This design comes from an exercise in tuning for small area and a short achievable clock period on the open sky130 flow, not from production work.
Only simulation tests tie the RTL to the original design; equivalence was not proved.
No activity file was given, so power comes from the tool's default toggle rates.

===== flow/config.mk =====
export PLATFORM = sky130hd
export DESIGN_NAME = Lowpass
export DESIGN_NICKNAME = Lowpass
export VERILOG_FILES = /design/flow/design.v
export SDC_FILE = /design/flow/constraint.sdc
export NUM_CORES = 4
export LEC_CHECK = 0
export CAP_MARGIN = 20
export CORE_MARGIN = 2
export CORE_UTILIZATION = 40
export SLEW_MARGIN = 20

===== flow/constraint.sdc =====
create_clock -name core_clock -period 10.0 [get_ports {clk}]
set_input_delay 2.0000 -clock core_clock [delete_from_list [all_inputs] [get_ports {clk}]]
set_output_delay 2.0000 -clock core_clock [all_outputs]
set_load 0.01 [all_outputs]

===== flow/design.v =====
module Lowpass(input clk, input rst, input en, input [15:0] in, output [15:0] out);
	reg [15:0] ff [31:0];
	reg [15:0] acc;
	assign out = en ? {6'b0, acc[15:6]} : 16'b0;
	integer i;
	always @(posedge clk or posedge rst) begin
		if (rst) begin
			for (i = 0; i < 32; i = i + 1)
				ff[i] <= 16'b0;
			acc <= 16'b0;
		end else if (en) begin
			ff[0] <= in;
			for (i = 1; i < 32; i = i + 1)
				ff[i] <= ff[i-1];
			acc <= acc + in - ff[31];
		end
	end
endmodule

===== flow/run.sh =====
#!/bin/bash
# synth_recipe.tcl (not shown) runs the flow's synth.tcl, then flattens the netlist and writes it again
# the make line also repeats each setting of config.mk as NAME=value (left out here)
make -C /OpenROAD-flow-scripts/flow DESIGN_CONFIG=/design/flow/config.mk WORK_HOME=/design/flow/orfs CLKGATE_MAP_FILE= SYNTH_SCRIPT=/design/flow/synth_recipe.tcl finish

==> qor.csv, run 1 <==
metric;value;unit
Root Driver;clkbuf_16;
Post-DP HPWL;17300;um
Core ar.;51300;um^2
CTS tree;built;
Post-synth top cells;528 x dfrtp_1, 513 x mux2_2, 63 x inv_1, 41 x clkbuf_1, 20 x nor2_1;
Avg WL per Cell;14.1;um
# IOs;35;
DRT Pass-1 Iters;4;
num rows;83;
first-iteration detailed-routing DRC count;498;
# resized after CTS;0;
Final Cycle Share;58.6;%
status;finished clean;
Async SR Flop Fraction;100;%
largest net degree at the start of global routing;206;
routed via count;9954;
required time of the worst setup path;8.00;ns
syn avg cell area;15.6;um^2
Post-CTS Setup Inserts;0;
gr ovfl total;0;
Worst-Skew Late Latency;0.58;ns
Power Density;295;nW/um^2
Fillers;4526;
synth top area cells;dfrtp_1 64%, mux2_2 28%, fa_1 1.4%;
crit start category;primary input;
Syn-to-layout area delta;13.3;%
Leak Pwr;10.7;nW
RSZ-0062 raised after global routing;false;
die area;53800;um^2
most common cell in the netlist;dfrtp_1;
vias in the first global route;10600;
part of the power in combinational logic;22.4;%
final slew viol count;0;
initial core utilization;40.5;%
Yosys top cell area share;63.6;%
Setup CP Type;in2out;
Hold WC Path Type;reg2reg;
switching power;1.83;mW
Global Route Usage Sum;11.6;%
number of synthesized flops with an enable pin;0;
mapped cell area;20800;um^2
final hold viol count;0;
Die Wd;232;um
Synth area leader;dfrtp_1;
Max VDD drop;0.132;mV
Worst-Margin Slew;1.13;ns
CTS Buffer Depth;3;
register area share after synthesis;63.6;%
switching part of the total;26.3;%
max capacitance violation total;0;
synthesized flop and latch total;528;
Clock transition at path regs;0.06;ns
final WL;29300;um
Int Power;5.12;mW
count of input and output buffers;28;
# setup viols final;0;
worst path arrival time;3.86;ns
Remaining DRCs;0;
Syn Inst Count;1331;
CTS Hold Bufs;0;
worst-path fanout max;116;
dominant synthesized flop cell;dfrtp_1;
YS warnings;2;
RePlAce Congestion;0.792;
htree depth;2;
antenna violations before repair;0;
layout cells sized above 1;43.6;%
WHS;0.477;ns
post-layout net count;1409;
skew final;0.0139;ns
drt via density;4.78;
first-pass GRT wire length;52500;um
FMAX;171;MHz
fin crit period;5.86;ns
setup TNS;0;ns
Rel. slew slack;24.8;%
Clk pwr share;29.3;%
Die H;232;um
ANT nets after route;0;
Crit. End Element;output pin;
sequential cell area;13200;um^2
Multi-input gate area;7040;um^2
CTS sink count;528;
CTS Buf Count;54;
sequential fraction of design power;48.3;%
Yosys cell types;46;
final core occ;45.9;%
==> registers in the layout (all words and copies together), names as in the netlist <==
name,count
acc,16
ff,512
==> stage by stage <==
stage / power, mW / cell area (um^2) / std cells / setup WS, ns
2_1_floorplan: 4.61 / 20800 / 1336 / 0.824
3_3_place_gp: 4.89 / 21700 / 1983 / 4.08
3_5_place_dp: 4.98 / 21700 / 1983 / 4.04
4_1_cts: 7.07 / 23600 / 2081 / 4.04
5_1_grt: 7.43 / 23600 / 2081 / 3.90
6_report: 6.95 / 23600 / 2082 / 4.14
==> placed cells by master, fill, tap and decap left out, types with 6 or more instances in the layout <==
cell	netlist	final
a21o_1	9	9
a21oi_1	9	9
buf_4	6	9
clkbuf_1	41	14
clkbuf_16	0	55
clkbuf_8	0	13
clkdlybuf4s50_1	0	27
clkinv_2	0	8
conb_1	1	6
dfrtp_1	528	528
fa_1	15	15
ha_1	16	16
inv_1	63	62
mux2_2	513	513
nand2_1	17	17
nor2_1	20	20
o21ai_0	6	6
o21ai_1	7	7
==> logic make-up (layout without fill, tap and decap cells) <==
family                   count (synthesis)  count (layout)  share of synthesized area [%]
flip-flops                             528             528                           63.6
multiplexers                           516             516                           27.9
buffers and inverters                  135             200                           2.67
AO/OA/AOI/OAI                           55              55                           1.78
AND/OR/NAND/NOR                         55              55                           1.19
adder cells (fa/ha/maj)                 31              31                           2.41
XOR/XNOR                                10              10                          0.421
other                                    1               7                         0.0180
==> final timing paths <==
path                                      from                      to  slack [ns]  depth (start not counted)
max                                         en                  out[0]        4.14                          4
min                        acc[15]$_DFFE_PP0P_     acc[15]$_DFFE_PP0P_        0.48                          1
max reg2reg                 acc[1]$_DFFE_PP0P_      acc[9]$_DFFE_PP0P_        7.23                         10
min reg2reg                acc[15]$_DFFE_PP0P_     acc[15]$_DFFE_PP0P_        0.48                          1
max in group asynchronous                  rst  ff[17][11]$_DFFE_PP0P_        6.11                          4
min in group asynchronous                  rst   ff[14][1]$_DFFE_PP0P_        1.86                          2
==> layout make-up <==
type	instances	area share, %
Tap cell	680	3.61
Antenna cell	1	0.0106
Sequential cell	528	56.1
Inverter	63	1.02
Clock buffer	82	6.82
Multi-Input combinational cell	673	29.9
Timing Repair Buffer	39	1.67
Clock inverter	16	0.914
==> power groups by stage <==
| stage | registers (mW) | clock network [mW] | logic, mW |
|---|---|---|---|
| after floorplan | 3.28 | 0 | 1.33 |
| after global placement | 3.38 | 0 | 1.52 |
| after detailed placement | 3.41 | 0 | 1.57 |
| after CTS | 3.37 | 2.11 | 1.58 |
| after global routing | 3.48 | 2.20 | 1.75 |
| final | 3.36 | 2.04 | 1.56 |
==> worst max-delay path: stages <==
cell	delay, ns
buf_8	0.51
inv_1	0.54
nor2_1	0.22
clkdlybuf4s50_1	0.55
==> per-layer routing <==
metal,routed length [um],GRT usage [%],vias up,part of all wire (%)
met2,12900,17.5,96,44
met1,14600,16.6,5086,50
met4,860,4.47,0,2.9
met3,1030,2.23,62,3.5
met5,0,0,-,0
li1,-,-,4710,-
==> inputs of run 2 (changes only) <==
==> flow/design.v (replaced) <==
module Lowpass(input clk, input rst, input en, input [15:0] in, output [15:0] out);
	reg [15:0] ff [31:0];
	reg [15:0] acc;
	reg [4:0]  cnt;
	reg        full;
	wire [15:0] old = full ? ff[31] : 16'b0;
	assign out = en ? {6'b0, acc[15:6]} : 16'b0;
	integer i;
	always @(posedge clk) begin
		if (en) begin
			ff[0] <= in;
			for (i = 1; i < 32; i = i + 1)
				ff[i] <= ff[i-1];
		end
	end
	always @(posedge clk or posedge rst) begin
		if (rst) begin
			acc  <= 16'b0;
			cnt  <= 5'b0;
			full <= 1'b0;
		end else if (en) begin
			acc <= acc + in - old;
			cnt <= cnt + 5'd1;
			if (cnt == 5'd31)
				full <= 1'b1;
		end
	end
endmodule
--- a/flow/config.mk
+++ b/flow/config.mk
@@ -10,2 +10,3 @@
 export CORE_UTILIZATION = 40
+export SETUP_SLACK_MARGIN = 5
 export SLEW_MARGIN = 20
==> run 2 against run 1 <==
Against the previous run: sequential power is about 20% lower; power decreased by 22%; first-iteration DRC count rose by 25%; fmax up 18%; combinational power down 44%; hold slack worse by 0.067 ns; synthesized area down 15%; critical path depth unchanged; highest routed layer unchanged.
==> qor.csv, run 2 <==
metric;value;unit
status;finished clean;
antenna violations before repair;0;
Root Driver;clkbuf_16;
DRT Pass-1 Iters;4;
largest net degree at the start of global routing;189;
final core occ;46.6;%
Global Route Usage Sum;10.3;%
Avg WL per Cell;15.7;um
max reg flops;512;
Power Density;264;nW/um^2
count of input and output buffers;28;
Hold Path End;ff[22][6]$_DFFE_PP_;
max capacitance violation total;0;
# setup viols final;0;
family with the most delay on the worst path;buffers and inverters;
first-pass GRT wire length;37500;um
Die Wd;214;um
worst flop-to-flop path startpoint;full$_DFFE_PP0P_;
initial core utilization;40.3;%
Crit. End Element;output pin;
CTS Buf Count;50;
number of synthesized flops with an enable pin;512;
Leak Pwr;7.24;nW
crit path max-delay cell type;clkdlybuf4s50_1;
worst-path fanout max;24;
Clock transition at path regs;0.06;ns
Die H;214;um
CTS tree;built;
final slew viol count;0;
post-layout net count;927;
RePlAce Congestion;0.705;
Yosys cell types;47;
Top reg by flops;ff;
worst path cell trace;buf_16 > inv_8 > nor2_1 > clkdlybuf4s50_1;
skew final;0.0187;ns
dpl cell area;18700;um^2
final hold viol count;0;
FMAX;202;MHz
CTS Buffer Depth;3;
Setup WS post-layout;5.05;ns
RSZ-0062 raised after global routing;false;
Hold WC Path Type;reg2reg;
RR Endpoint;acc[14]$_DFFE_PP0P_;
ANT nets after route;0;
Remaining DRCs;0;
Post-CTS Setup Inserts;0;
Final Cycle Share;49.5;%
Core ar.;43900;um^2
dominant synthesized flop cell;edfxtp_1;
Post-synth top cells;512 x edfxtp_1, 64 x inv_1, 22 x dfrtp_1, 20 x nand2_1, 19 x and2_1;
num rows;77;
htree depth;2;
crit start category;primary input;
r2r setup slk;6.53;ns
vias in the first global route;6720;
Synth area leader;edfxtp_1;
die area;46000;um^2
design area;20500;um^2
commonest cells after routing, fill and taps aside;512 x edfxtp_1, 63 x inv_1, 51 x clkbuf_16;
Worst-Margin Slew;1.06;ns
worst path arrival time;2.95;ns
Syn Inst Count;798;
Syn-to-layout area delta;15.5;%
gr ovfl total;0;
first-iteration detailed-routing DRC count;623;
syn avg cell area;22.2;um^2
hold path cells;0;
setup TNS;0;ns
top flop regs;ff (512), acc (16), cnt (5);
reg2reg path depth;10;
most common cell after layout, fill and taps aside;edfxtp_1;
CTS sink count;534;
final WL;23600;um
hold path startpoint;ff[21][6]$_DFFE_PP_;
YS warnings;2;
antenna cells;0;
most common cell in the netlist;edfxtp_1;
# IOs;35;
CP peak stage delay;0.53;ns
Max VDD drop;0.164;mV
layout cells sized above 1;9.17;%
Worst-Skew Late Latency;0.57;ns
Async SR Flop Fraction;4.12;%
Yosys top cell area share;86.8;%
drt via density;4.50;
Setup CP Type;in2out;
required time of the worst setup path;8.00;ns
Post-DP HPWL;11900;um
Critical path buffers and inverters;3;
synth top area cells;edfxtp_1 87%, dfrtp_1 3.1%, fa_1 1.7%;
Total Power;5.41;mW
register area share after synthesis;89.9;%
Rel. slew slack;29.0;%
Setup WS pre-CTS;4.23;ns
routed via count;6792;
fin crit period;4.95;ns
synthesized flop and latch total;534;
mapped cell area;17700;um^2
-- run 2: cell count changes after synthesis, moves of 9 or more --
cell      before  now
mux2_2       513    2
dfrtp_1      528   22
edfxtp_1       0  512
a21oi_1        9   18
clkbuf_1      41    6
and2_1         1   19
buf_2         15    0
-- run 2: how the worst max path moves through the flow --
stage               startpoint     end  slack [ns]  cells past startpoint
finish                      en  out[1]        5.05                      4
global route                en  out[2]        5.01                      4
CTS                         en  out[1]        5.01                      4
detailed placement          en  out[7]        4.23                      4
global placement            en  out[4]        4.28                      4
floorplan                   en  out[9]        5.26                      3
-- run 2: cell families (layout without fill, tap and decap cells) --
kind of cell    count (synthesis)  after routing  synth area share, %
simple gates                   76             76                 2.18
fa+ha+maj                      33             33                 2.97
flops                         534            534                 89.9
compound gates                 56             56                 2.15
other cells                     1              6               0.0212
buf+inv                        80            193                 1.86
xor+xnor                       12             12                0.593
mux                             6              6                0.353
-- run 2: layout make-up --
class | instances | area (um^2)
Multi-Input combinational cell | 189 | 1480
Clock buffer | 65 | 1340
Inverter | 65 | 251
Timing Repair Buffer | 35 | 447
Sequential cell | 534 | 15900
Clock inverter | 28 | 278
Fill cell | 3687 | 23500
Tap cell | 592 | 741
-- run 2: stage by stage --
step | std cells | hold slack [ns]
after floorplan | 803 | 0.400
after global placement | 1412 | 0.400
after detailed placement | 1412 | 0.405
after CTS | 1507 | 0.408
after global routing | 1508 | 0.422
final | 1508 | 0.409
-- run 2: what timing repair did --
item,CTS,global route
pin swaps,0,0
gates cloned,2,0
gates resized for setup,4,5
hold buffers,0,0
endpoints found under the setup margin,10,9
-- run 2: power by group --
| group | internal [mW] | switching (mW) |
|---|---|---|
| combinational | 0.356 | 0.512 |
| sequential | 2.64 | 0.0601 |
| clock | 1.07 | 0.765 |
-- run 2: layer usage --
| layer | share of wire (%) | GRT usage [%] |
|---|---|---|
| met5 | 0 | 0 |
| met4 | 1.9 | 3.29 |
| met3 | 3.9 | 2.26 |
| met2 | 43 | 14.2 |
| met1 | 51 | 16.2 |
==> inputs of run 3 (changes only) <==
--- a/flow/config.mk
+++ b/flow/config.mk
@@ -7,5 +7,7 @@
 export LEC_CHECK = 0
+export ABC_CLOCK_PERIOD_IN_PS = 2000
 export CAP_MARGIN = 20
 export CORE_MARGIN = 2
-export CORE_UTILIZATION = 40
+export CORE_UTILIZATION = 60
+export CTS_BUF_LIST = sky130_fd_sc_hd__clkbuf_8
 export SETUP_SLACK_MARGIN = 5
==> run 3 against run 2 <==
Against the previous run: clock power decreased by 9%; still clean; power decreased by 3.0%; critical path depth unchanged; non-clock buffer count decreased by 1; synthesized area unchanged; critical endpoint unchanged; critical path type unchanged; sequential power about the same; synthesized cell count unchanged; clock-buffer cell count increased by 20; wire length decreased by 0.55%; first-iteration DRC count decreased by 1.9%; largest power group unchanged; flip-flop and latch count unchanged; core utilization increased by 23 points.
==> qor.csv, run 3 <==
metric;value;unit
status;finished clean;
syn avg cell area;22.2;um^2
CTS tree;built;
met1 GRT Util;25.1;%
antenna violations before repair;0;
RePlAce Congestion;0.746;
crit start category;primary input;
Yosys top cell area share;86.8;%
vias in the first global route;7117;
Die H;176;um
die area;30900;um^2
CTS Buffer Depth;3;
YS warnings;2;
Setup WS post-layout;5.04;ns
Final Cycle Share;49.6;%
Power Density;261;nW/um^2
final WL;23500;um
met3 Use GR;3.87;%
number of synthesized flops with an enable pin;512;
largest net degree at the start of global routing;208;
# setup viols final;0;
drt via density;5.12;
Die Wd;176;um
Setup WS pre-CTS;4.23;ns
first-pass GRT wire length;37900;um
Syn Inst Count;798;
skew final;0.0409;ns
synthesized flop and latch total;534;
max capacitance violation total;0;
final slew viol count;0;
Core ar.;28900;um^2
synth top area cells;edfxtp_1 87%, dfrtp_1 3.1%, fa_1 1.7%;
Most Used Layer, Global Route;met1;
max reg flops;512;
Avg WL per Cell;17.4;um
Post-CTS Setup Inserts;0;
worst-path fanout max;25;
DRT Pass-1 Iters;6;
num rows;62;
Fillers;1779;
# IOs;35;
Top reg by flops;ff;
Hold WC Path Type;reg2reg;
CTS Hold Bufs;0;
Syn-to-layout area delta;13.4;%
post-layout net count;957;
ANT nets after route;0;
Clock transition at path regs;0.07;ns
Leak Pwr;7.31;nW
final core occ;69.6;%
routed via count;6918;
Root Driver;clkbuf_8;
most common cell after layout, fill and taps aside;edfxtp_1;
Max VDD drop;0.165;mV
first-iteration detailed-routing DRC count;611;
Synth area leader;edfxtp_1;
Global Route Usage Sum;16.0;%
commonest cells after routing, fill and taps aside;512 x edfxtp_1, 85 x clkbuf_8, 81 x inv_1;
met2 Use GR;21.9;%
Remaining DRCs;0;
setup TNS;0;ns
required time of the worst setup path;8.00;ns
count of input and output buffers;28;
CTS sink count;534;
gr ovfl total;0;
Worst-Margin Slew;1.08;ns
sequential cell area;15900;um^2
fin crit period;4.96;ns
htree depth;3;
final hold viol count;0;
Rel. slew slack;27.8;%
Setup CP Type;in2out;
Async SR Flop Fraction;4.12;%
Post-synth top cells;512 x edfxtp_1, 64 x inv_1, 22 x dfrtp_1, 20 x nand2_1, 19 x and2_1;
Worst-Skew Late Latency;0.60;ns
Post-DP HPWL;11400;um
Multi-input gate area;1480;um^2
Yosys cell types;47;
worst path arrival time;2.96;ns
initial core utilization;61.4;%
RSZ-0062 raised after global routing;false;
most common cell in the netlist;edfxtp_1;
antenna cells;0;
CTS Buf Count;81;
register area share after synthesis;89.9;%
Crit. End Element;output pin;
mapped cell area;17700;um^2
FMAX;202;MHz
dominant synthesized flop cell;edfxtp_1;
layout cells sized above 1;12.3;%
top flop regs;ff (512), acc (16), cnt (5);
==> run 3: cell counts after synthesis <==
No cell type changed its count.
==> run 3: metal layers <==
metal  wire (um)  part of all wire [%]
met1       11700                    50
met2       10300                    44
met3        1060                   4.5
met4         488                   2.1
met5           0                     0
==> run 3: worst paths after layout <==
path	start	to	slack, ns	cells past startpoint
max reg2reg	full$_DFFE_PP0P_	acc[14]$_DFFE_PP0P_	6.54	10
max	en	out[1]	5.04	4
min reg2reg	ff[17][12]$_DFFE_PP_	ff[18][12]$_DFFE_PP_	0.40	0
min	ff[17][12]$_DFFE_PP_	ff[18][12]$_DFFE_PP_	0.40	0
min in group asynchronous	rst	acc[11]$_DFFE_PP0P_	2.02	2
max in group asynchronous	rst	acc[5]$_DFFE_PP0P_	7.38	2
==> run 3: repair_timing <==
item	in CTS	in global routing
pin swaps	0	0
resized for setup	6	4
cloned	2	0
endpoints found under the setup margin	10	4
==> run 3: cell type report <==
type	count	area share, %
Sequential cell	534	79.2
Multi-Input combinational cell	189	7.38
Clock buffer	85	5.82
Tap cell	384	2.39
Timing Repair Buffer	34	2.07
Clock inverter	59	1.85
Inverter	65	1.24
==> run 3: per-stage QoR <==
stage | hold WS [ns] | total power [mW] | instances | cell area (um^2)
3_3_place_gp | 0.404 | 3.58 | 1204 | 18500
4_1_cts | 0.394 | 5.32 | 1350 | 20100
3_5_place_dp | 0.405 | 3.60 | 1204 | 18500
5_1_grt | 0.401 | 5.55 | 1350 | 20100
2_1_floorplan | 0.400 | 3.36 | 803 | 17700
6_report | 0.400 | 5.24 | 1350 | 20100
==> run 3: logic make-up after synthesis <==
family	share of synthesized area, %
buffers and inverters	1.86
other	0.0212
AO/OA/AOI/OAI	2.15
multiplexers	0.353
adder cells (fa/ha/maj)	2.97
XOR/XNOR	0.593
flip-flops	89.9
AND/OR/NAND/NOR	2.18
==> run 3: power breakdown <==
group          total, mW  internal [mW]  leakage (nW)  switching [mW]
combinational      0.860          0.355          1.18           0.505
sequential          2.70           2.64          5.27          0.0624
clock               1.68          0.896         0.848           0.784
total               5.24           3.89          7.31            1.35
==> run 3: worst max-delay path, cell delays in order <==
cell	delay, ns
buf_16	0.16
inv_6	0.12
nor2_1	0.13
clkdlybuf4s50_1	0.54
==> inputs of run 4 (changes only) <==
--- a/flow/config.mk
+++ b/flow/config.mk
@@ -7,3 +7,2 @@
 export LEC_CHECK = 0
-export ABC_CLOCK_PERIOD_IN_PS = 2000
 export CAP_MARGIN = 20
@@ -12,2 +11,4 @@
 export CTS_BUF_LIST = sky130_fd_sc_hd__clkbuf_8
+export CTS_CLUSTER_DIAMETER = 60
+export CTS_CLUSTER_SIZE = 24
 export SETUP_SLACK_MARGIN = 5
==> run 4 against run 3 <==
Against the previous run: via count shrank 4.2%; global-route usage shrank 1.1 points; cell area shrank 3.8%; synthesized cell count is the same; flip-flop and latch count is the same; fmax is essentially flat; sequential power is essentially flat; core utilization shrank 2.6 points; power shrank 11%; critical path type unchanged; wire length shrank 5.4%; worst setup slack is essentially flat.
==> qor.csv, run 4 <==
metric;value;unit
Int Power;3.43;mW
required time of the worst setup path;8.00;ns
commonest cells after routing, fill and taps aside;512 x edfxtp_1, 64 x inv_1, 39 x clkbuf_8;
post-synthesis xor/xnor area fraction;0.593;%
most common cell after layout, fill and taps aside;edfxtp_1;
max reg flops;512;
RSZ-0062 raised after global routing;false;
Crit. End Element;output pin;
crit path max-delay cell type;clkdlybuf4s50_1;
largest net degree at the start of global routing;208;
skew final;0.0255;ns
final hold viol count;0;
Die H;176;um
gr ovfl total;0;
final WL;22200;um
largest family of logic cells by synthesized area;adder cells;
part of the power in combinational logic;18.4;%
Die Wd;176;um
status;finished clean;
Post-DP HPWL;11400;um
most common cell in the netlist;edfxtp_1;
die area;30900;um^2
count of input and output buffers;28;
Yosys cell types;47;
top flop regs;ff (512), acc (16), cnt (5);
Hold WC Path Type;reg2reg;
Worst-Skew Late Latency;0.56;ns
worst flop-to-flop path startpoint;full$_DFFE_PP0P_;
CP peak stage delay;0.54;ns
number of synthesized flops with an enable pin;512;
ANT nets after route;0;
Remaining DRCs;0;
vias in the first global route;6522;
DRT Pass-1 Iters;5;
final slew viol count;0;
drt via density;5.23;
YS warnings;2;
hold path startpoint;ff[10][10]$_DFFE_PP_;
fin crit period;4.96;ns
first-iteration detailed-routing DRC count;591;
initial core utilization;61.4;%
Yosys top cell area share;86.8;%
Top reg by flops;ff;
# setup viols final;0;
register area share after synthesis;89.9;%
setup TNS;0;ns
syn avg cell area;22.2;um^2
synthesized flop and latch total;534;
reg2reg path depth;10;
Setup CP Type;in2out;
Setup WS pre-CTS;4.23;ns
Clock transition at path regs;0.12;ns
routed via count;6627;
CTS Buffer Depth;3;
Leak Pwr;6.85;nW
first-pass GRT wire length;35700;um
Worst-Margin Slew;1.20;ns
switching part of the total;26.5;%
sequential fraction of design power;57.8;%
r2r setup slk;6.56;ns
Clk pwr share;23.8;%
antenna violations before repair;0;
CTS Buf Count;34;
family with the most delay on the worst path;buffers and inverters;
final core occ;67.0;%
crit start category;primary input;
Setup WS post-layout;5.04;ns
worst path cell trace;buf_16 > inv_6 > nor2_1 > clkdlybuf4s50_1;
Critical path buffers and inverters;3;
num rows;62;
Final Cycle Share;49.6;%
Post-synth top cells;512 x edfxtp_1, 64 x inv_1, 22 x dfrtp_1, 20 x nand2_1, 19 x and2_1;
FMAX;202;MHz
CTS Hold Bufs;0;
hold path cells;0;
worst-path fanout max;25;
Syn Inst Count;798;
Post-Synth Simple-Gate Area;2.18;%
Root Driver;clkbuf_8;
Crit. Startpoint;en;
# IOs;35;
max capacitance violation total;0;
post-layout net count;910;
layout cells sized above 1;8.39;%
worst path arrival time;2.96;ns
htree depth;2;
post-synthesis compound-gate area fraction;2.15;%
Core ar.;28900;um^2
Avg WL per Cell;17.6;um
Post-Synth Adder-Cell Area;2.97;%
Global Route Usage Sum;14.9;%
CTS tree;built;
Max VDD drop;0.146;mV
RR Endpoint;acc[14]$_DFFE_PP0P_;
Power Density;241;nW/um^2
Hold Path End;ff[11][10]$_DFFE_PP_;
Total Power;4.67;mW
switching power;1.24;mW
dominant synthesized flop cell;edfxtp_1;
mapped cell area;17700;um^2
Async SR Flop Fraction;4.12;%
Syn-to-layout area delta;9.14;%
CTS sink count;534;
WHS;0.403;ns
antenna cells;0;
synth top area cells;edfxtp_1 87%, dfrtp_1 3.1%, fa_1 1.7%;
Synth area leader;edfxtp_1;
Rel. slew slack;19.9;%
RePlAce Congestion;0.746;
mux share of post-synthesis cell area;0.353;%
-- run 4: cell counts after synthesis --
Identical to the previous run, type by type.
-- run 4: cell type report --
class	instances	area, um^2
flip-flops and latches	534	15900
fillers	1863	9520
multi-input cells	189	1480
clock buffers	39	537
well taps	384	480
repair buffers	34	420
inverters	65	249
clock inverters	21	245
-- run 4: routing by layer --
metal | part of all wire, % | global-route usage, %
met5 | 0 | 0
met4 | 1.8 | 4.10
met3 | 4.0 | 2.81
met2 | 44 | 21.0
met1 | 50 | 24.6
-- run 4: power groups by stage --
stage | registers, mW | logic [mW] | clock network, mW
global route | 2.72 | 0.979 | 1.24
finish | 2.70 | 0.859 | 1.11
CTS | 2.70 | 0.863 | 1.16
global placement | 2.75 | 0.832 | 0
floorplan | 2.72 | 0.645 | 0
detailed placement | 2.75 | 0.853 | 0
-- run 4: stage by stage --
step           area, um^2  cells
2_1_floorplan       17700    803
3_3_place_gp        18500   1204
3_5_place_dp        18500   1204
4_1_cts             19300   1266
5_1_grt             19300   1266
6_report            19300   1266
-- run 4: worst max path at each step --
stage / to / slack (ns) / cells past startpoint
after floorplan: out[9] / 5.26 / 3
after global placement: out[2] / 4.31 / 4
final: out[1] / 5.04 / 4
after detailed placement: out[3] / 4.23 / 4
after global routing: out[1] / 5.00 / 4
after CTS: out[6] / 5.00 / 4
-- run 4: repair_timing --
action                                  CTS  global route
cloned                                    2             0
setup buffers                             0             0
endpoints found under the setup margin   10             5
resized for setup                         5             5
hold endpoints to repair                  0             0
-- run 4: cells by family (layout without fill, tap and decap cells) --
group	Yosys count	in the layout
buffers and inverters	80	159
AO/OA/AOI/OAI	56	56
AND/OR/NAND/NOR	76	76
other	1	6
adder cells (fa/ha/maj)	33	33
flip-flops	534	534
XOR/XNOR	12	12
multiplexers	6	6
==> inputs of run 5 (changes only) <==
--- a/flow/config.mk
+++ b/flow/config.mk
@@ -10,5 +10,5 @@
 export CORE_UTILIZATION = 60
-export CTS_BUF_LIST = sky130_fd_sc_hd__clkbuf_8
-export CTS_CLUSTER_DIAMETER = 60
-export CTS_CLUSTER_SIZE = 24
+export CTS_BUF_LIST = sky130_fd_sc_hd__clkbuf_4
+export CTS_CLUSTER_DIAMETER = 40
+export CTS_CLUSTER_SIZE = 12
 export SETUP_SLACK_MARGIN = 5
==> run 5 against run 4 <==
Against the previous run: hold slack better by 0.012 ns; combinational power hardly changed; sequential share of layout area is 0.38 points lower; fmax hardly changed; worst setup slack better by 0.00073 ns; flip-flop and latch count stayed put; synthesized area stayed put; core utilization is 0.31 points higher; final cell count is 3.2% higher; clock-buffer cell count is 39 higher; critical endpoint is now out[7].
==> qor.csv, run 5 <==
metric;value;unit
vias in the first global route;6811;
Yosys cell types;47;
antenna violations before repair;1;
FMAX;202;MHz
largest net degree at the start of global routing;208;
Worst-Skew Late Latency;0.72;ns
die area;30900;um^2
Int Power;3.54;mW
switching part of the total;25.7;%
# setup viols final;0;
Final Cycle Share;49.6;%
Hold WC Path Type;reg2reg;
final slew viol count;0;
status;finished clean;
Syn-to-layout area delta;9.65;%
sequential fraction of design power;56.6;%
Layout Cells excl Fill;1306;
Crit. End Element;output pin;
synth top area cells;edfxtp_1 87%, dfrtp_1 3.1%, fa_1 1.7%;
Setup CP Type;in2out;
YS warnings;2;
CTS sink count;534;
worst-path fanout max;25;
Clock transition at path regs;0.12;ns
Avg WL per Cell;17.6;um
Power Density;245;nW/um^2
register area share after synthesis;89.9;%
syn avg cell area;22.2;um^2
ANT nets after route;0;
Worst-Margin Slew;1.19;ns
Die H;176;um
Multi-input gate area;1480;um^2
Die Wd;176;um
initial core utilization;61.4;%
max reg flops;512;
routed via count;6803;
Rel. slew slack;20.8;%
Yosys top cell area share;86.8;%
Post-synth top cells;512 x edfxtp_1, 64 x inv_1, 22 x dfrtp_1, 20 x nand2_1, 19 x and2_1;
most common cell in the netlist;edfxtp_1;
gr ovfl total;0;
dominant synthesized flop cell;edfxtp_1;
Synth area leader;edfxtp_1;
Post-DP HPWL;11400;um
synthesized flop and latch total;534;
Placed Cells;1204;
sequential cell area;15900;um^2
number of synthesized flops with an enable pin;512;
top flop regs;ff (512), acc (16), cnt (5);
final hold viol count;0;
RePlAce Congestion;0.746;
max capacitance violation total;0;
post-layout net count;932;
fin crit period;4.96;ns
RSZ-0062 raised after global routing;false;
Crit. Startpoint;en;
Remaining DRCs;0;
CTS tree;built;
setup TNS;0;ns
first-iteration detailed-routing DRC count;651;
layout cells sized above 1;11.9;%
most common cell after layout, fill and taps aside;edfxtp_1;
htree depth;2;
drt via density;5.21;
skew final;0.0349;ns
reg2reg path depth;10;
required time of the worst setup path;8.00;ns
worst flop-to-flop path startpoint;full$_DFFE_PP0P_;
commonest cells after routing, fill and taps aside;512 x edfxtp_1, 78 x clkbuf_4, 64 x inv_1;
Syn Inst Count;798;
Critical path destination;out[7];
Clk pwr share;25.4;%
CTS Buf Count;56;
Root Driver;clkbuf_4;
Fillers;1886;
CTS Buffer Depth;3;
RR Endpoint;acc[14]$_DFFE_PP0P_;
r2r setup slk;6.52;ns
Max VDD drop;0.143;mV
Async SR Flop Fraction;4.12;%
crit start category;primary input;
switching power;1.23;mW
part of the power in combinational logic;18.0;%
final WL;23000;um
# IOs;35;
worst path arrival time;2.96;ns
count of input and output buffers;28;
first-pass GRT wire length;37000;um
Core ar.;28900;um^2
num rows;62;
Top reg by flops;ff;
DRT Pass-1 Iters;6;
Leak Pwr;6.96;nW
Global Route Usage Sum;15.5;%
mapped cell area;17700;um^2
-- run 5: cell types whose count changed in the layout (fill, tap and decap cells not counted), sizes merged --
cell,previous run,this run
bufinv,2,7
clkbuf,39,78
clkdlybuf4s50,21,20
clkinvlp,4,1
diode,0,1
dlygate4sd2,1,3
dlymetal6s2s,5,4
inv,70,68
-- run 5: per-stage QoR --
stage                     power, mW  hold WS (ns)  worst slack [ns]  util, %  instance area [um^2]
after floorplan                3.36         0.400              5.26        -                 17700
after global placement         3.58         0.404              4.31     64.0                 18500
after detailed placement       3.60         0.405              4.23     64.0                 18500
after CTS                      4.84         0.409              5.00     67.3                 19400
after global routing           5.05         0.404              5.00     67.3                 19400
final                          4.77         0.415              5.04     67.3                 19400
-- run 5: layout make-up --
| type | count | share of cell area [%] |
|---|---|---|
| inverter | 65 | 1.28 |
| clock inverter | 21 | 1.49 |
| sequential | 534 | 82.0 |
| multi-input combinational | 189 | 7.64 |
| clock buffer | 78 | 3.01 |
| tap | 384 | 2.47 |
| timing repair buffer | 34 | 2.14 |
| antenna | 1 | 0.0129 |
-- run 5: repair_timing --
item / 4_1_cts / 5_1_grt
hold buffers: 0 / 0
gates cloned: 2 / 0
endpoints found under the setup margin: 10 / 4
resized for setup: 7 / 4
setup buffers: 0 / 0
-- run 5: power by group through the flow --
stage                     logic [mW]  registers, mW  clock network [mW]
after detailed placement       0.853           2.75                   0
after global placement         0.832           2.75                   0
final                          0.859           2.70                1.21
after CTS                      0.863           2.70                1.27
after floorplan                0.645           2.72                   0
after global routing           0.981           2.72                1.35
-- run 5: worst min path at each step --
stage,startpoint,endpoint,slack [ns],cells after the start
floorplan,ff[9][0]$_DFFE_PP_,ff[10][0]$_DFFE_PP_,0.40,0
global placement,ff[12][14]$_DFFE_PP_,ff[13][14]$_DFFE_PP_,0.40,0
detailed placement,ff[12][6]$_DFFE_PP_,ff[13][6]$_DFFE_PP_,0.40,0
CTS,ff[30][12]$_DFFE_PP_,ff[31][12]$_DFFE_PP_,0.41,0
global route,ff[9][15]$_DFFE_PP_,ff[10][15]$_DFFE_PP_,0.40,0
finish,ff[2][0]$_DFFE_PP_,ff[3][0]$_DFFE_PP_,0.41,0
-- run 5: logic make-up (layout without fill, tap and decap cells) --
family                     after synthesis  in the layout  share of synthesized area [%]
buffers and inverters                   80            198                           1.86
other                                    1              7                         0.0212
muxes                                    6              6                          0.353
xor gates and xnor gates                12             12                          0.593
adders and majority gates               33             33                           2.97
DFF                                    534            534                           89.9
AOI/OAI and AO/OA                       56             56                           2.15
and+or+nand+nor                         76             76                           2.18
-- run 5: per-layer routing --
layer  up-vias  routed length [um]  GRT usage [%]
met2       138               10000           21.8
met1      3421               11500           24.9
met3        45                1070           3.55
li1       3199                   -              -
met5         -                   0              0
met4         0                 472           4.72
-- run 5: worst max-delay path: stages --
cell and delay, ns:
buf_16 0.17, inv_6 0.12, nor2_1 0.12, clkdlybuf4s50_1 0.54
==> inputs of run 6 (changes only) <==
--- a/flow/config.mk
+++ b/flow/config.mk
@@ -9,7 +9,3 @@
 export CORE_MARGIN = 2
-export CORE_UTILIZATION = 60
-export CTS_BUF_LIST = sky130_fd_sc_hd__clkbuf_4
-export CTS_CLUSTER_DIAMETER = 40
-export CTS_CLUSTER_SIZE = 12
-export SETUP_SLACK_MARGIN = 5
+export CORE_UTILIZATION = 40
 export SLEW_MARGIN = 20
==> run 6 against run 5 <==
Against the previous run: still clean; flip-flop and latch count is the same; die area rose by 49%; non-clock buffer count decreased by 1; sequential share of layout area down 3.8 points; clock-buffer cell count down 13; final cell count grew 15%; critical endpoint is now out[6]; largest power group unchanged.
==> qor.csv, run 6 <==
metric;value;unit
RePlAce Congestion;0.705;
Root Driver;clkbuf_16;
r2r setup slk;6.51;ns
Power Density;265;nW/um^2
Worst-Skew Late Latency;0.57;ns
drt via density;4.48;
reg2reg path depth;10;
max capacitance violation total;0;
final WL;23400;um
# resized after CTS;0;
synth top area cells;edfxtp_1 87%, dfrtp_1 3.1%, fa_1 1.7%;
# IOs;35;
initial core utilization;40.3;%
Synth area leader;edfxtp_1;
YS warnings;2;
post-layout net count;925;
Layout Cells excl Fill;1506;
CTS Hold Bufs;0;
Post-DP HPWL;11900;um
antenna violations before repair;0;
Leak Pwr;7.14;nW
fin crit period;5.73;ns
Avg WL per Cell;15.5;um
Max VDD drop;0.164;mV
count of input and output buffers;28;
dpl cell area;18700;um^2
syn avg cell area;22.2;um^2
synthesized flop and latch total;534;
vias in the first global route;6670;
Syn Inst Count;798;
Die H;214;um
first-pass GRT wire length;37100;um
CTS sink count;534;
CTS Buffer Depth;3;
antenna cells;0;
Crit. End Element;output pin;
met1 GRT Util;16.1;%
Hold Path End;ff[31][4]$_DFFE_PP_;
Final Cycle Share;57.3;%
Core ar.;43900;um^2
Worst-Margin Slew;1.06;ns
Placed Cells;1412;
hold path startpoint;ff[30][4]$_DFFE_PP_;
Total Power;5.41;mW
Fillers;3702;
die area;46000;um^2
setup TNS;0;ns
num rows;77;
RR Endpoint;acc[14]$_DFFE_PP0P_;
ANT nets after route;0;
Setup WS pre-CTS;4.23;ns
Most Used Layer, Global Route;met1;
WHS;0.409;ns
met3 Use GR;2.26;%
final core occ;46.4;%
skew final;0.0200;ns
largest net degree at the start of global routing;189;
design area;20400;um^2
max reg flops;512;
number of synthesized flops with an enable pin;512;
Die Wd;214;um
htree depth;2;
# setup viols final;0;
Setup CP Type;in2out;
register area share after synthesis;89.9;%
Remaining DRCs;0;
mapped cell area;17700;um^2
required time of the worst setup path;8.00;ns
status;finished clean;
worst path arrival time;3.73;ns
Yosys top cell area share;86.8;%
Syn-to-layout area delta;14.9;%
routed via count;6745;
top flop regs;ff (512), acc (16), cnt (5);
worst-path fanout max;96;
Rel. slew slack;29.6;%
gr ovfl total;0;
hold path cells;0;
dominant synthesized flop cell;edfxtp_1;
first-iteration detailed-routing DRC count;614;
DRT Pass-1 Iters;4;
layout cells sized above 1;8.97;%
met2 Use GR;13.9;%
CTS tree;built;
CTS Buf Count;50;
Yosys cell types;47;
Async SR Flop Fraction;4.12;%
most common cell in the netlist;edfxtp_1;
worst flop-to-flop path startpoint;full$_DFFE_PP0P_;
Post-CTS Setup Inserts;0;
Global Route Usage Sum;10.2;%
Setup WS post-layout;4.27;ns
Post-synth top cells;512 x edfxtp_1, 64 x inv_1, 22 x dfrtp_1, 20 x nand2_1, 19 x and2_1;
Hold WC Path Type;reg2reg;
final slew viol count;0;
Clock transition at path regs;0.06;ns
RSZ-0062 raised after global routing;false;
commonest cells after routing, fill and taps aside;512 x edfxtp_1, 63 x inv_1, 51 x clkbuf_16;
Top reg by flops;ff;
FMAX;174;MHz
crit start category;primary input;
most common cell after layout, fill and taps aside;edfxtp_1;
final hold viol count;0;
[run 6: report_power, final]
| part | switching (mW) | total, mW | leakage (nW) | internal (mW) |
|---|---|---|---|---|
| logic | 0.512 | 0.865 | 1.08 | 0.353 |
| clock network | 0.765 | 1.84 | 0.784 | 1.07 |
| registers | 0.0603 | 2.70 | 5.27 | 2.64 |
| total | 1.34 | 5.41 | 7.14 | 4.07 |
[run 6: worst max-delay path by stage]
stage / from / endpoint / slack [ns] / depth (start not counted)
global placement: en / out[4] / 4.28 / 4
global route: en / out[5] / 4.13 / 4
CTS: en / out[1] / 4.24 / 4
finish: en / out[6] / 4.27 / 4
floorplan: en / out[9] / 5.26 / 3
detailed placement: en / out[7] / 4.23 / 4
[run 6: critical path: stages]
cell             delay (ns)
buf_8                  0.51
inv_2                  0.43
nor2_1                 0.20
clkdlybuf4s50_1        0.55
[run 6: layer usage]
| layer | vias up | part of all wire [%] |
|---|---|---|
| met5 | - | 0 |
| met4 | 0 | 2.0 |
| met3 | 44 | 3.8 |
| met2 | 103 | 43 |
| met1 | 3435 | 52 |
| li1 | 3163 | - |
[run 6: kinds of logic after synthesis]
kind of cell | after synthesis | synth area share [%]
flops | 534 | 89.9
simple gates | 76 | 2.18
fa+ha+maj | 33 | 2.97
compound gates | 56 | 2.15
buf+inv | 80 | 1.86
mux | 6 | 0.353
xor+xnor | 12 | 0.593
other cells | 1 | 0.0212
[run 6: area by class of cell]
| class | count | area (um^2) | area share [%] |
|---|---|---|---|
| well taps | 592 | 741 | 3.64 |
| repair buffers | 33 | 359 | 1.76 |
| clock buffers | 65 | 1340 | 6.57 |
| clock inverters | 28 | 278 | 1.36 |
| multi-input cells | 189 | 1480 | 7.29 |
| inverters | 65 | 244 | 1.20 |
| flip-flops and latches | 534 | 15900 | 78.2 |
==> inputs of run 7 (changes only) <==
==> flow/flow/run.sh (new file) <==
#!/bin/bash
# The standard layout, with a larger setup margin for timing repair and
# stronger port buffers. make's output goes to flow_make.log.
set -euo pipefail
bash standard.sh SETUP_SLACK_MARGIN=6 "BUFFER_PORTS_ARGS=-buffer_cell sky130_fd_sc_hd__buf_2" finish > flow_make.log 2>&1
==> flow/standard.sh (new file) <==
#!/bin/bash
# synth_recipe.tcl (not shown) runs the flow's synth.tcl, then flattens the netlist and writes it again
# the make line also repeats each setting of config.mk as NAME=value (left out here)
make -C /OpenROAD-flow-scripts/flow DESIGN_CONFIG=/design/flow/config.mk WORK_HOME=/design/flow/orfs CLKGATE_MAP_FILE= SYNTH_SCRIPT=/design/flow/synth_recipe.tcl "${@:-finish}"
--- a/flow/config.mk
+++ b/flow/config.mk
@@ -9,3 +9,7 @@
 export CORE_MARGIN = 2
-export CORE_UTILIZATION = 40
+export CORE_UTILIZATION = 60
+export CTS_BUF_LIST = sky130_fd_sc_hd__clkbuf_16
+export CTS_CLUSTER_DIAMETER = 60
+export CTS_CLUSTER_SIZE = 24
+export SETUP_SLACK_MARGIN = 5
 export SLEW_MARGIN = 20
removed: flow/run.sh
==> run 7 against run 6 <==
Against the previous run: core utilization grew 23 points; worst setup slack gained 1.2 ns; critical endpoint is now out[9]; flip-flop and latch count is the same; sequential power is essentially flat; via count shrank 0.40%; clock-buffer cell count shrank 28; synthesized cell count is the same; critical path type unchanged; final cell count shrank 15%.
==> qor.csv, run 7 <==
metric;value;unit
Syn Inst Count;798;
first-iteration detailed-routing DRC count;648;
most common cell after layout, fill and taps aside;edfxtp_1;
Placed Cells;1206;
Fillers;1817;
post-layout net count;926;
first-pass GRT wire length;37200;um
max reg flops;512;
Setup WS post-layout;5.51;ns
hold path startpoint;ff[7][6]$_DFFE_PP_;
synth top area cells;edfxtp_1 87%, dfrtp_1 3.1%, fa_1 1.7%;
CP peak stage delay;0.13;ns
r2r setup slk;6.87;ns
register area share after synthesis;89.9;%
final WL;23300;um
crit path max-delay cell type;buf_16;
number of synthesized flops with an enable pin;512;
die area;30900;um^2
Hold Path End;ff[8][6]$_DFFE_PP_;
Top reg by flops;ff;
hold path cells;0;
commonest cells after routing, fill and taps aside;512 x edfxtp_1, 64 x inv_1, 37 x clkbuf_16;
fin crit period;4.49;ns
Crit. End Element;output pin;
sequential cell area;15900;um^2
initial core utilization;61.4;%
CTS tree;built;
setup TNS;0;ns
final hold viol count;0;
worst-path fanout max;4;
drt via density;5.23;
status;finished clean;
vias in the first global route;6744;
Worst-Skew Late Latency;0.52;ns
Die H;176;um
RSZ-0062 raised after global routing;true;
Die Wd;176;um
Final Cycle Share;44.9;%
Core ar.;28900;um^2
dominant synthesized flop cell;edfxtp_1;
Power Density;259;nW/um^2
final slew viol count;0;
Async SR Flop Fraction;4.12;%
Hold WC Path Type;reg2reg;
Post-synth top cells;512 x edfxtp_1, 64 x inv_1, 22 x dfrtp_1, 20 x nand2_1, 19 x and2_1;
worst flop-to-flop path startpoint;full$_DFFE_PP0P_;
Yosys cell types;47;
YS warnings;2;
Multi-input gate area;1680;um^2
htree depth;2;
synthesized flop and latch total;534;
CTS Hold Bufs;0;
RR Endpoint;acc[14]$_DFFE_PP0P_;
# setup viols final;0;
reg2reg path depth;11;
count of input and output buffers;28;
Layout Cells excl Fill;1284;
Max VDD drop;0.152;mV
antenna violations before repair;0;
Leak Pwr;7.11;nW
Setup CP Type;in2out;
crit start category;primary input;
Avg WL per Cell;18.1;um
Clock transition at path regs;0.08;ns
antenna cells;0;
Syn-to-layout area delta;12.8;%
FMAX;223;MHz
RePlAce Congestion;0.764;
routed via count;6718;
skew final;0.0205;ns
layout cells sized above 1;15.8;%
CTS sink count;534;
design area;20000;um^2
max capacitance violation total;0;
ANT nets after route;0;
Setup WS pre-CTS;4.13;ns
WHS;0.415;ns
CTS Buffer Depth;3;
dpl cell area;18500;um^2
Yosys top cell area share;86.8;%
CTS Buf Count;35;
Critical Path Most Common Cell;buf_16;
most common cell in the netlist;edfxtp_1;
top flop regs;ff (512), acc (16), cnt (5);
Global Route Usage Sum;15.8;%
Rel. slew slack;35.3;%
gr ovfl total;0;
Remaining DRCs;0;
num rows;62;
worst path cell trace;buf_16 > buf_16 > and2_4 > buf_6;
Synth area leader;edfxtp_1;
Post-DP HPWL;12100;um
# IOs;35;
Root Driver;clkbuf_16;
required time of the worst setup path;8.00;ns
Worst-Margin Slew;0.970;ns
mapped cell area;17700;um^2
DRT Pass-1 Iters;6;
worst path arrival time;2.49;ns
syn avg cell area;22.2;um^2
largest net degree at the start of global routing;102;
run 7: cell count changes in the layout (fill, tap and decap cells not counted), sizes merged:
| cell | change |
|---|---|
| clkinvlp | +4 |
| bufinv | -4 |
| bufbuf | +5 |
| buf | +38 |
| clkbuf | -28 |
| inv | +13 |
| clkdlybuf4s50 | -27 |
| clkinv | -15 |
run 7: cells by family after synthesis:
logic type / synth area share, %
buffers and inverters: 1.86
adder cells (fa/ha/maj): 2.97
multiplexers: 0.353
AO/OA/AOI/OAI: 2.15
XOR/XNOR: 0.593
flip-flops: 89.9
other: 0.0212
AND/OR/NAND/NOR: 2.18
run 7: where the power goes:
group | internal (mW) | total [mW] | switching (mW)
registers | 2.64 | 2.69 | 0.0557
clock network | 0.726 | 1.44 | 0.711
logic | 0.450 | 1.04 | 0.588
run 7: worst max-delay path by stage:
stage | from | endpoint | slack, ns | cells past startpoint
CTS | en | out[9] | 5.51 | 4
floorplan | in[9] | acc[14]$_DFFE_PP0P_ | 5.53 | 11
global route | en | out[9] | 5.50 | 4
finish | en | out[9] | 5.51 | 4
global placement | en | out[9] | 4.23 | 4
detailed placement | en | out[9] | 4.13 | 4
run 7: final cells by class:
| class | count | area share [%] |
|---|---|---|
| Sequential cell | 534 | 79.7 |
| Tap cell | 384 | 2.40 |
| Timing Repair Buffer | 49 | 2.41 |
| Multi-Input combinational cell | 189 | 8.38 |
| Clock inverter | 26 | 1.13 |
| Clock buffer | 37 | 4.63 |
| Inverter | 65 | 1.34 |
run 7: layer usage:
| layer | vias to the layer above | share of wire, % | GRT usage, % | wire length [um] |
|---|---|---|---|---|
| li1 | 3153 | - | - | - |
| met1 | 3398 | 50 | 25.6 | 11800 |
| met2 | 132 | 44 | 22.4 | 10200 |
| met3 | 35 | 3.8 | 2.81 | 896 |
| met4 | 0 | 2.0 | 4.55 | 471 |
| met5 | - | 0 | 0 | 0 |
run 7: per-stage QoR:
stage,utilization (%),total power [mW]
floorplan,-,3.44
global placement,64.1,3.65
detailed placement,64.1,3.69
CTS,69.1,5.19
global route,69.2,5.44
finish,69.2,5.17
run 7: timing repair:
action / in CTS / in global routing
setup endpoints to repair: 111 / 13
setup buffers: 8 / 2
cloned: 5 / 0
gates resized for setup: 21 / 5
pin swaps: 9 / 3
run 7: worst max-delay path: cells and delay by family:
family                 cells  cell delay [ns]
buffers and inverters      3             0.36
and+or+nand+nor            1             0.12
==> inputs of run 8 (changes only) <==
--- a/flow/config.mk
+++ b/flow/config.mk
@@ -11,4 +11,4 @@
 export CTS_BUF_LIST = sky130_fd_sc_hd__clkbuf_16
-export CTS_CLUSTER_DIAMETER = 60
-export CTS_CLUSTER_SIZE = 24
+export CTS_CLUSTER_DIAMETER = 100
+export CTS_CLUSTER_SIZE = 30
 export SETUP_SLACK_MARGIN = 5
==> run 8 against run 7 <==
Against the previous run: still clean on timing, DRC and antenna; critical path depth stayed put; flip-flop and latch count stayed put; fmax hardly changed; sequential power hardly changed; via count is 1.1% lower; register-to-register slack hardly changed; non-clock buffer count is 2 lower; synthesized area stayed put; clock skew is 0.0032 ns lower; sequential share of layout area is 2.4 points higher; cell area is 2.9% lower; synthesized cell count stayed put; critical endpoint unchanged; largest power group unchanged; highest routed layer unchanged.
==> qor.csv, run 8 <==
metric;value;unit
htree depth;1;
Core ar.;28900;um^2
dominant synthesized flop cell;edfxtp_1;
CTS sink count;534;
# IOs;35;
syn avg cell area;22.2;um^2
antenna violations before repair;0;
top flop regs;ff (512), acc (16), cnt (5);
layout cells sized above 1;12.4;%
routed via count;6643;
die area;30900;um^2
Post-synth top cells;512 x edfxtp_1, 64 x inv_1, 22 x dfrtp_1, 20 x nand2_1, 19 x and2_1;
largest net degree at the start of global routing;102;
Remaining DRCs;0;
Yosys top cell area share;86.8;%
Final Cycle Share;44.9;%
Max VDD drop;0.156;mV
Synth area leader;edfxtp_1;
drt via density;5.29;
Async SR Flop Fraction;4.12;%
CTS Buf Count;21;
vias in the first global route;6541;
mapped cell area;17700;um^2
antenna cells;0;
count of input and output buffers;28;
YS warnings;2;
first-iteration detailed-routing DRC count;587;
final slew viol count;0;
num rows;62;
Worst-Margin Slew;0.941;ns
most common cell after layout, fill and taps aside;edfxtp_1;
Syn-to-layout area delta;9.53;%
Multi-input gate area;1680;um^2
Leak Pwr;6.88;nW
Setup WS pre-CTS;4.13;ns
Post-DP HPWL;12100;um
RSZ-0062 raised after global routing;true;
Yosys cell types;47;
Fillers;1872;
Critical Path Most Common Cell;buf_16;
fin crit period;4.49;ns
Critical path buffers and inverters;3;
sequential cell area;15900;um^2
worst-path fanout max;4;
synthesized flop and latch total;534;
FMAX;223;MHz
required time of the worst setup path;8.00;ns
Crit. End Element;output pin;
gr ovfl total;0;
status;finished clean;
DRT Pass-1 Iters;4;
CTS tree;built;
worst path arrival time;2.49;ns
number of synthesized flops with an enable pin;512;
Die H;176;um
final hold viol count;0;
Setup WS post-layout;5.51;ns
first-pass GRT wire length;36400;um
final WL;22800;um
crit path max-delay cell type;buf_16;
skew final;0.0173;ns
CP peak stage delay;0.13;ns
commonest cells after routing, fill and taps aside;512 x edfxtp_1, 73 x inv_1, 24 x buf_2;
worst path cell trace;buf_16 > buf_16 > and2_4 > buf_6;
CTS Buffer Depth;3;
Syn Inst Count;798;
Avg WL per Cell;18.1;um
Global Route Usage Sum;15.3;%
setup TNS;0;ns
register area share after synthesis;89.9;%
Die Wd;176;um
crit start category;primary input;
CTS Hold Bufs;0;
family with the most delay on the worst path;buffers and inverters;
RePlAce Congestion;0.764;
max reg flops;512;
Hold WC Path Type;reg2reg;
most common cell in the netlist;edfxtp_1;
Setup CP Type;in2out;
Root Driver;clkbuf_16;
Power Density;242;nW/um^2
Placed Cells;1206;
post-layout net count;910;
Rel. slew slack;36.9;%
# setup viols final;0;
Clock transition at path regs;0.11;ns
synth top area cells;edfxtp_1 87%, dfrtp_1 3.1%, fa_1 1.7%;
max capacitance violation total;0;
initial core utilization;61.4;%
Layout Cells excl Fill;1256;
ANT nets after route;0;
Top reg by flops;ff;
Worst-Skew Late Latency;0.54;ns
-- run 8: cell types whose count changed in the layout (fill, tap and decap cells not counted), sizes merged --
cell / delta
buf: -2
bufinv: -1
clkbuf: -16
clkinv: -6
clkinvlp: -5
inv: +2
-- run 8: repair_timing --
action / in CTS / in global routing
setup buffers: 7 / 1
pin swaps: 8 / 2
gates resized for setup: 22 / 5
endpoints found under the setup margin: 111 / 12
cloned: 5 / 0
-- run 8: per-layer routing --
metal	track usage, %	routed length [um]	vias up
li1	-	-	3094
met3	2.12	644	23
met1	25.3	11400	3431
met5	0	0	-
met4	3.44	475	0
met2	22.2	10200	95
-- run 8: worst paths after layout --
check / from / end / slack (ns) / depth (start not counted)
worst max-delay path: en / out[9] / 5.51 / 4
worst min-delay path: ff[6][12]$_DFFE_PP_ / ff[7][12]$_DFFE_PP_ / 0.41 / 0
worst max register to register: full$_DFFE_PP0P_ / acc[14]$_DFFE_PP0P_ / 6.88 / 11
worst min register to register: ff[6][12]$_DFFE_PP_ / ff[7][12]$_DFFE_PP_ / 0.41 / 0
max in group asynchronous: rst / acc[4]$_DFFE_PP0P_ / 8.01 / 2
min in group asynchronous: rst / acc[7]$_DFFE_PP0P_ / 1.55 / 2
-- run 8: cell families (layout without fill, tap and decap cells) --
group,after synthesis,count (layout),share of synthesized area (%)
simple gates,76,76,2.18
compound gates,56,56,2.15
flops,534,534,89.9
buf+inv,80,149,1.86
other cells,1,6,0.0212
mux,6,6,0.353
xor+xnor,12,12,0.593
fa+ha+maj,33,33,2.97
-- run 8: per-stage QoR --
| stage | utilization, % | hold slack [ns] | total power [mW] | cell area (um^2) |
|---|---|---|---|---|
| after floorplan | - | 0.400 | 3.44 | 17900 |
| after global placement | 64.1 | 0.403 | 3.65 | 18500 |
| after detailed placement | 64.1 | 0.405 | 3.69 | 18500 |
| after CTS | 67.1 | 0.417 | 4.72 | 19400 |
| after global routing | 67.3 | 0.429 | 4.95 | 19400 |
| final | 67.3 | 0.411 | 4.69 | 19400 |
-- run 8: where the power goes --
group / internal, mW / leakage (nW) / switching (mW)
sequential: 2.64 / 5.27 / 0.0555
combinational: 0.442 / 1.26 / 0.589
clock: 0.390 / 0.343 / 0.581
total: 3.47 / 6.88 / 1.23
-- run 8: worst reg2reg max path, stage by stage (launching register included) --
cell	delay [ns]
dfrtp_1	0.38
buf_4	0.20
and2_1	0.18
fa_1	0.55
inv_2	0.05
ha_4	0.24
a21o_4	0.21
a31o_4	0.25
a2111oi_4	0.30
nor3_2	0.07
or4_1	0.40
a31o_1	0.22
-- run 8: layout make-up --
cell class              count  area share, %
flip-flops and latches    534           82.0
multi-input cells         189           8.64
clock buffers              21           2.71
well taps                 384           2.48
repair buffers             47           2.42
inverters                  65           1.38
clock inverters            16          0.335
==> inputs of run 9 (changes only) <==
--- a/flow/design.v
+++ b/flow/design.v
@@ -21,3 +21,3 @@
 		end else if (en) begin
-			acc <= acc + in - old;
+			acc <= acc + in + ~old + 16'd1;
 			cnt <= cnt + 5'd1;
==> run 9 against run 8 <==
Against the previous run: sequential share of layout area increased by 0.24 points; power decreased by 1.9%; critical endpoint is now out[5]; wire length increased by 1.8%; synthesized area decreased by 0.96%.
==> qor.csv, run 9 <==
metric;value;unit
WHS;0.417;ns
Crit. End Element;output pin;
commonest cells after routing, fill and taps aside;512 x edfxtp_1, 29 x nand2_1, 22 x dfrtp_1;
routed via count;6535;
final slew viol count;0;
dominant synthesized flop cell;edfxtp_1;
CTS Buffer Depth;3;
Die H;175;um
setup TNS;0;ns
number of synthesized flops with an enable pin;512;
htree depth;1;
layout cells sized above 1;13.2;%
Post-Synth Adder-Cell Area;2.99;%
# setup viols final;0;
register area share after synthesis;90.7;%
worst path arrival time;2.54;ns
RePlAce Congestion;0.848;
max reg flops;512;
FMAX;220;MHz
Synth area leader;edfxtp_1;
Total Power;4.60;mW
final WL;23200;um
Leak Pwr;6.73;nW
top flop regs;ff (512), acc (16), cnt (5);
Clock transition at path regs;0.11;ns
num rows;62;
post-synthesis xor/xnor area fraction;0.749;%
Remaining DRCs;0;
status;finished clean;
Max VDD drop;0.156;mV
largest net degree at the start of global routing;79;
ANT nets after route;0;
count of input and output buffers;28;
Yosys top cell area share;87.6;%
DRT Pass-1 Iters;4;
Post-DP HPWL;11900;um
Clk pwr share;21.4;%
Worst-Skew Late Latency;0.56;ns
most common cell after layout, fill and taps aside;edfxtp_1;
Avg WL per Cell;19.3;um
drt via density;5.43;
Post-synth top cells;512 x edfxtp_1, 29 x nand2_1, 22 x dfrtp_1, 18 x ha_1, 16 x a21oi_1;
Global Route Usage Sum;15.7;%
YS warnings;2;
final hold viol count;0;
Multi-input gate area;1580;um^2
Int Power;3.43;mW
Top reg by flops;ff;
initial core utilization;61.0;%
Power Density;238;nW/um^2
Rel. slew slack;35.6;%
mux share of post-synthesis cell area;0.948;%
required time of the worst setup path;8.00;ns
most common cell in the netlist;edfxtp_1;
post-synthesis compound-gate area fraction;1.81;%
RSZ-0062 raised after global routing;true;
Core ar.;28800;um^2
vias in the first global route;6498;
part of the power in combinational logic;19.3;%
antenna violations before repair;0;
Syn Inst Count;737;
antenna cells;0;
Die Wd;175;um
switching power;1.17;mW
skew final;0.0141;ns
max capacitance violation total;0;
synthesized flop and latch total;534;
first-pass GRT wire length;36900;um
Syn-to-layout area delta;10.3;%
first-iteration detailed-routing DRC count;566;
syn avg cell area;23.8;um^2
Hold WC Path Type;reg2reg;
Fillers;1837;
die area;30600;um^2
Worst-Margin Slew;0.965;ns
sequential cell area;15900;um^2
Async SR Flop Fraction;4.12;%
r2r setup slk;6.77;ns
CTS sink count;534;
gr ovfl total;0;
mapped cell area;17600;um^2
Final Cycle Share;45.4;%
post-layout net count;856;
fin crit period;4.54;ns
Root Driver;clkbuf_16;
# IOs;35;
CTS tree;built;
Post-Synth Simple-Gate Area;1.97;%
worst-path fanout max;7;
crit start category;primary input;
synth top area cells;edfxtp_1 88%, dfrtp_1 3.1%, fa_1 1.7%;
CTS Buf Count;21;
sequential fraction of design power;59.3;%
largest family of logic cells by synthesized area;adder cells;
Yosys cell types;52;
Setup CP Type;in2out;
switching part of the total;25.4;%
[run 9: worst max-delay path, stage by stage]
cell and delay [ns]:
buf_16 0.14, buf_16 0.15, and2_4 0.13, buf_6 0.11
[run 9: logic make-up after synthesis]
group	after synthesis
xor+xnor	15
compound gates	48
simple gates	69
fa+ha+maj	33
buf+inv	22
other cells	1
flops	534
mux	15
[run 9: layer usage]
metal | GRT usage [%] | vias up | share of wire, %
met2 | 22.8 | 101 | 44
met3 | 2.39 | 38 | 3.2
met5 | 0 | - | 0
met4 | 3.68 | 0 | 2.2
li1 | - | 2976 | -
met1 | 25.8 | 3420 | 50
[run 9: what timing repair did]
| action | 4_1_cts | 5_1_grt |
|---|---|---|
| buffers inserted | 6 | 1 |
| hold buffers | 0 | 0 |
| setup endpoints to repair | 173 | 11 |
| gates resized for setup | 22 | 3 |
| cloned | 11 | 0 |
| pin swaps | 0 | 1 |
[run 9: cell type report]
cell class / instances / area share, %
clock inverters: 17 / 0.381
clock buffers: 21 / 2.72
inverters: 9 / 0.187
multi-input cells: 186 / 8.15
repair buffers: 52 / 3.79
flip-flops and latches: 534 / 82.3
well taps: 384 / 2.48
[run 9: worst paths after layout]
path	startpoint	to	cells after the start
min in group asynchronous	rst	cnt[0]$_DFFE_PP0P_	2
max in group asynchronous	rst	acc[12]$_DFFE_PP0P_	2
worst min-delay path	ff[14][12]$_DFFE_PP_	ff[15][12]$_DFFE_PP_	0
worst max register to register	full$_DFFE_PP0P_	acc[12]$_DFFE_PP0P_	9
worst min register to register	ff[14][12]$_DFFE_PP_	ff[15][12]$_DFFE_PP_	0
worst max-delay path	en	out[5]	4
[run 9: per-stage QoR]
step | std cells | util, % | cell area [um^2] | worst slack (ns)
floorplan | 742 | - | 17700 | 5.58
global placement | 1147 | 63.3 | 18200 | 4.19
detailed placement | 1147 | 63.3 | 18200 | 4.09
CTS | 1202 | 67.2 | 19300 | 5.46
global route | 1203 | 67.2 | 19400 | 5.45
finish | 1203 | 67.2 | 19400 | 5.46
[run 9: power by group through the flow]
| stage | registers, mW | clock network, mW | logic (mW) |
|---|---|---|---|
| CTS | 2.74 | 1.03 | 0.875 |
| finish | 2.73 | 0.986 | 0.887 |
| detailed placement | 2.78 | 0 | 0.829 |
| global route | 2.75 | 1.10 | 0.996 |
| floorplan | 2.74 | 0 | 0.648 |
| global placement | 2.78 | 0 | 0.803 |
==> inputs of run 10 (changes only) <==
--- a/flow/design.v
+++ b/flow/design.v
@@ -21,3 +21,3 @@
 		end else if (en) begin
-			acc <= acc + in + ~old + 16'd1;
+			acc <= acc + in - old;
 			cnt <= cnt + 5'd1;
--- a/flow/config.mk
+++ b/flow/config.mk
@@ -7,5 +7,5 @@
 export LEC_CHECK = 0
-export CAP_MARGIN = 20
+export CAP_MARGIN = 10
 export CORE_MARGIN = 2
-export CORE_UTILIZATION = 60
+export CORE_UTILIZATION = 75
 export CTS_BUF_LIST = sky130_fd_sc_hd__clkbuf_16
@@ -14,2 +14,2 @@
 export SETUP_SLACK_MARGIN = 5
-export SLEW_MARGIN = 20
+export SLEW_MARGIN = 10
==> run 10 against run 9 <==
Against the previous run: fmax is 0.48% higher; wire length is 16% higher; cell area hardly changed; synthesized cell count is 8.3% higher; die area is 19% lower; clock skew is 0.0082 ns higher; core utilization is 16 points higher; sequential power hardly changed; hold slack better by 0.0077 ns; global-route usage is 5.7 points higher; worst setup slack better by 0.022 ns; via count is 5.9% higher; critical path type unchanged; largest cell class unchanged.
==> qor.csv, run 10 <==
metric;value;unit
Final Cycle Share;45.2;%
htree depth;1;
most common cell in the netlist;edfxtp_1;
Crit. End Element;output pin;
DRT Pass-1 Iters;5;
Worst-Margin Slew;1.26;ns
Synth area leader;edfxtp_1;
hold path startpoint;ff[30][7]$_DFFE_PP_;
Hold WC Path Type;reg2reg;
Power Density;248;nW/um^2
final WL;27000;um
Global Route Usage Sum;21.4;%
post-layout net count;911;
max capacitance violation total;0;
Core ar.;23300;um^2
Syn-to-layout area delta;9.15;%
antenna cells;0;
Hold Path End;ff[31][7]$_DFFE_PP_;
design area;19300;um^2
sequential cell area;15900;um^2
count of input and output buffers;28;
required time of the worst setup path;8.00;ns
Layout Cells excl Fill;1191;
final core occ;82.9;%
syn avg cell area;22.2;um^2
antenna violations before repair;2;
dominant synthesized flop cell;edfxtp_1;
hold path cells;0;
first-pass GRT wire length;38700;um
Leak Pwr;6.88;nW
Top reg by flops;ff;
YS warnings;2;
Worst-Skew Late Latency;0.54;ns
gr ovfl total;0;
commonest cells after routing, fill and taps aside;512 x edfxtp_1, 75 x inv_1, 24 x buf_2;
Async SR Flop Fraction;4.12;%
Yosys cell types;47;
die area;24900;um^2
final slew viol count;0;
worst-path fanout max;4;
setup TNS;0;ns
worst flop-to-flop path startpoint;full$_DFFE_PP0P_;
Clock transition at path regs;0.11;ns
RePlAce Congestion;0.839;
routed via count;6921;
drt via density;5.81;
r2r setup slk;6.65;ns
worst path arrival time;2.52;ns
max reg flops;512;
top flop regs;ff (512), acc (16), cnt (5);
CTS Buffer Depth;3;
CTS tree;built;
reg2reg path depth;10;
initial core utilization;75.9;%
FMAX;221;MHz
vias in the first global route;6580;
RR Endpoint;acc[14]$_DFFE_PP0P_;
most common cell after layout, fill and taps aside;edfxtp_1;
crit start category;primary input;
Post-DP HPWL;12000;um
CTS sink count;534;
Placed Cells;1139;
first-iteration detailed-routing DRC count;748;
ANT nets after route;0;
Die H;158;um
Multi-input gate area;1680;um^2
CTS Buf Count;21;
Root Driver;clkbuf_16;
status;finished clean;
Remaining DRCs;0;
largest net degree at the start of global routing;227;
num rows;56;
number of synthesized flops with an enable pin;512;
mapped cell area;17700;um^2
Avg WL per Cell;22.7;um
CTS Hold Bufs;0;
Max VDD drop;0.254;mV
Die Wd;158;um
RSZ-0062 raised after global routing;true;
Rel. slew slack;16.2;%
dpl cell area;18400;um^2
fin crit period;4.52;ns
Setup CP Type;in2out;
synth top area cells;edfxtp_1 87%, dfrtp_1 3.1%, fa_1 1.7%;
register area share after synthesis;89.9;%
Post-synth top cells;512 x edfxtp_1, 64 x inv_1, 22 x dfrtp_1, 20 x nand2_1, 19 x and2_1;
# setup viols final;0;
skew final;0.0223;ns
synthesized flop and latch total;534;
layout cells sized above 1;12.3;%
Yosys top cell area share;86.8;%
Fillers;995;
Syn Inst Count;798;
final hold viol count;0;
# IOs;35;
==> run 10: cell types whose count changed after synthesis, sizes merged, moves of 5 or more <==
cell / previous run / this run
and2: 11 / 19
inv: 9 / 65
mux2: 13 / 2
nand2: 30 / 20
nor2: 10 / 15
o21ai: 8 / 15
==> run 10: report_power, final <==
part	internal (mW)	switching, mW	total, mW
registers	2.64	0.0738	2.71
clock network	0.390	0.602	0.992
logic	0.460	0.642	1.10
==> run 10: logic make-up (layout without fill, tap and decap cells) <==
kind of cell | Yosys count | after routing | share of synthesized area (%)
muxes | 6 | 6 | 0.353
adders and majority gates | 33 | 33 | 2.97
and+or+nand+nor | 76 | 76 | 2.18
xor gates and xnor gates | 12 | 12 | 0.593
buffers and inverters | 80 | 149 | 1.86
DFF | 534 | 534 | 89.9
AOI/OAI and AO/OA | 56 | 56 | 2.15
other | 1 | 6 | 0.0212
==> run 10: cell type report <==
cell class,instances,share of cell area (%)
Sequential cell,534,82.3
Multi-Input combinational cell,189,8.67
Clock buffer,21,2.72
Timing Repair Buffer,48,2.51
Tap cell,319,2.06
Inverter,65,1.38
Clock inverter,15,0.317
==> run 10: stage by stage <==
stage	hold WS, ns	setup WS, ns	power (mW)
after floorplan	0.400	5.53	3.44
after global placement	0.403	4.48	3.64
after detailed placement	0.405	4.41	3.69
after CTS	0.423	5.48	4.73
after global routing	0.433	5.48	5.00
final	0.425	5.48	4.80
==> run 10: critical path: stages <==
cell and delay, ns:
buf_16 0.13, buf_16 0.13, and2_4 0.13, buf_6 0.12
==> run 10: layer usage <==
layer  up-vias  track usage (%)  wire (um)
met3        52             3.34       1310
li1       3100                -          -
met4         4             5.97        771
met1      3534             31.4      11700
met5         -                0         27
met2       231             34.9      13200
==> run 10: what timing repair did <==
action                                  4_1_cts  5_1_grt
setup buffers                                 7        4
cloned                                        5        0
gates resized for setup                      19        4
endpoints found under the setup margin      100       16
pin swaps                                     7        3
==> run 10: worst max path at each step <==
stage          start  slack [ns]                  end
3_5_place_dp      en        4.41               out[9]
6_report          en        5.48               out[9]
2_1_floorplan  in[9]        5.53  acc[14]$_DFFE_PP0P_
5_1_grt           en        5.48               out[9]
3_3_place_gp      en        4.48               out[9]
4_1_cts           en        5.48               out[9]

Check on run 10: ideal ports give 5.479 ns setup slack; a clkbuf_16 on the clock port and buf_2 on the inputs give 5.298 ns; moving port delays by the midpoint clock arrival (0.583 ns) as well gives 5.298 ns.
